What follows belongs to an exercise in optimizing a design on an open flow for a short achievable clock period and few clock cycles; a production flow would make more cautious choices.
In this exercise RTL edits were held to simulation tests only and were not proved equivalent to the original.
Power and IR drop assume default switching activity.

## mips_pipeline
module mips_pipeline (
  input         clk,
  input         reset,
  output [31:0] imem_addr,
  input  [31:0] imem_data,
  output [31:0] dmem_addr,
  output [31:0] dmem_wdata,
  output        dmem_we,
  input  [31:0] dmem_rdata
);
For scale: roughly 4500 cells after synthesis, roughly 160 I/O pins, roughly 0.068 mm^2 of cells after synthesis.
Settings: LEC_CHECK=0, ABC_CLOCK_PERIOD_IN_PS=2500, CAP_MARGIN=20, CORE_MARGIN=2, CORE_UTILIZATION=62, CTS_CLUSTER_DIAMETER=100, CTS_CLUSTER_SIZE=30, PLACE_DENSITY=0.66, SETUP_SLACK_MARGIN=5, SLEW_MARGIN=20, SYNTH_HIERARCHICAL=1, SYNTH_MINIMUM_KEEP_SIZE=0; clock period 8.0 ns.
run.sh (not shown) runs the stock make flow with config.mk's settings and CLKGATE_MAP_FILE= SYNTH_SCRIPT=/design/flow/synth_recipe.tcl, a recipe that flattens the netlist after the stock synthesis.
Testbench counts at the start, summed over its fixed seeds: cycles 19,971.
Then changed:
Settings changed: CORE_UTILIZATION 62 to 55, CTS_CLUSTER_DIAMETER 100 to not set, CTS_CLUSTER_SIZE 30 to not set, PLACE_DENSITY 0.66 to not set, SETUP_SLACK_MARGIN 5 to 4.6, SYNTH_HIERARCHICAL 1 to not set, SYNTH_MINIMUM_KEEP_SIZE 0 to not set.
After rerunning: Hold slack is worse by 0.0081 ns. Sequential cell count is unchanged. Final area climbs by 3.6%. Non-clock buffer count drops by 56. Cell count climbs by about 6.6%. Total power climbs by 22%. Synthesized area stays flat. Clock skew drops by 0.0076 ns. Synthesized cell count climbs by 0.71%. First-iteration DRC count drops by 11%.
Then changed:
Settings changed: CORE_UTILIZATION 55 to 66, CTS_CLUSTER_DIAMETER set to 80, CTS_CLUSTER_SIZE set to 24, SETUP_SLACK_MARGIN 4.6 to 5, SYNTH_HIERARCHICAL set to 1, SYNTH_MINIMUM_KEEP_SIZE set to 0.
Wire length drops by 3.8%.
Die area came out lower by 17%.
Power is lower by 15%.
Worst setup slack is better by 0.15 ns.
Design area is lower by 3.1%.
Clock skew rose by 0.022 ns.
Final cell count went down by 6.9%.
Then changed:
Settings changed: CORE_UTILIZATION 66 to 55, CTS_CLUSTER_DIAMETER 80 to not set, CTS_CLUSTER_SIZE 24 to not set.
After rerunning: Utilization drops by 10 points. Clock power grows by about 70%. Register-to-register slack is worse by 0.04 ns. Sequential cell count does not change. Total power goes up by 18%. Fmax falls by 1.1%. Global-route usage fell by 4.3 points. Area after synthesis stays the same. Clock skew fell by 0.021 ns. Design area goes up by 4.5%.

* * *

Setup of run H:
Starting RTL as in the previous note.
Settings: LEC_CHECK=0, ABC_CLOCK_PERIOD_IN_PS=2500, CAP_MARGIN=20, CORE_MARGIN=2, CORE_UTILIZATION=62, CTS_CLUSTER_DIAMETER=100, CTS_CLUSTER_SIZE=30, SETUP_SLACK_MARGIN=5, SLEW_MARGIN=20, SYNTH_HIERARCHICAL=1, SYNTH_MINIMUM_KEEP_SIZE=0; clock period 8.0 ns.
Testbench counts of run H, summed over its fixed seeds: cycles 19,971.
Changes in run K relative to run H:
# run H
export LEC_CHECK = 0
export ABC_CLOCK_PERIOD_IN_PS = 2500
export CAP_MARGIN = 20
export CORE_MARGIN = 2
export CORE_UTILIZATION = 62
export CTS_CLUSTER_DIAMETER = 100
export CTS_CLUSTER_SIZE = 30
export SETUP_SLACK_MARGIN = 5
export SLEW_MARGIN = 20
export SYNTH_HIERARCHICAL = 1
export SYNTH_MINIMUM_KEEP_SIZE = 0
create_clock -name core_clock -period 8.0 [get_ports {clk}]
# run K
export LEC_CHECK = 0
export ABC_CLOCK_PERIOD_IN_PS = 2500
export CAP_MARGIN = 20
export CORE_MARGIN = 2
export CORE_UTILIZATION = 70
export SETUP_SLACK_MARGIN = 5
export SLEW_MARGIN = 20
create_clock -name core_clock -period 8.0 [get_ports {clk}]
Summary of run K over run H: number of vias after detailed routing saw an increase; CTS clock-pin slew for the worst setup and hold paths down 50 ps; sum of routed wire length over all layers shows an increase of about 9%; number of tapcells shrank by about 10%. Sequential group share of total power: run H and run K compared, lower one is run K. Leakage power summed over all cells in run K is about 8% above run H. Fmax: run K lower than run H. The critical path depth number comes out higher for run K vs run H. Run K vs. run H: share of total power consumed by net switching went down by 1.2 points. Relative to run H, the worst-case setup margin in the final layout of run K is lower by 180 ps. Run K gives less horizontal extent of the die than run H did.

==> re-timing with driven ports <==
The flow's constraints put no driver on any port. The routed layouts listed below were extracted and timed again, unchanged, in two steps. Step 1 assumes that a clkbuf_16 drives the clock port and a buf_2 every other input. Step 2 moves the port delays by t, midway between the first and last clock arrival at a register: inputs arrive t later, outputs are due t later. That takes back most of the time a late clock gives input paths. a / b / c = ideal ports / drivers / drivers and shift; a / b = the first two.
run | t (ns) | setup WS [ns] | hold WS [ns]
the first run of note 1 | 0.801 | 4.749 / 4.749 / 4.090 | 0.404 / 0.404 / 0.404
the second run of note 1 | 0.867 | 4.568 / 4.568 / 3.862 | 0.396 / 0.396 / 0.396
the third run of note 1 | 0.762 | 4.721 / 4.721 / 4.072 | 0.394 / 0.394 / 0.394
the fourth run of note 1 | 0.867 | 4.684 / 4.684 / 4.151 | 0.392 / 0.392 / 0.392
run H | 0.801 | 4.749 / 4.749 / 4.090 | 0.404 / 0.404 / 0.404
run K | 0.850 | 4.573 / 4.573 / 4.051 | 0.381 / 0.381 / 0.381
After both steps every run listed still meets setup and hold. The setup slack of the second run of note 1, which loses most, moves by 0.000 ns with the drivers and by -0.706 ns with both steps.
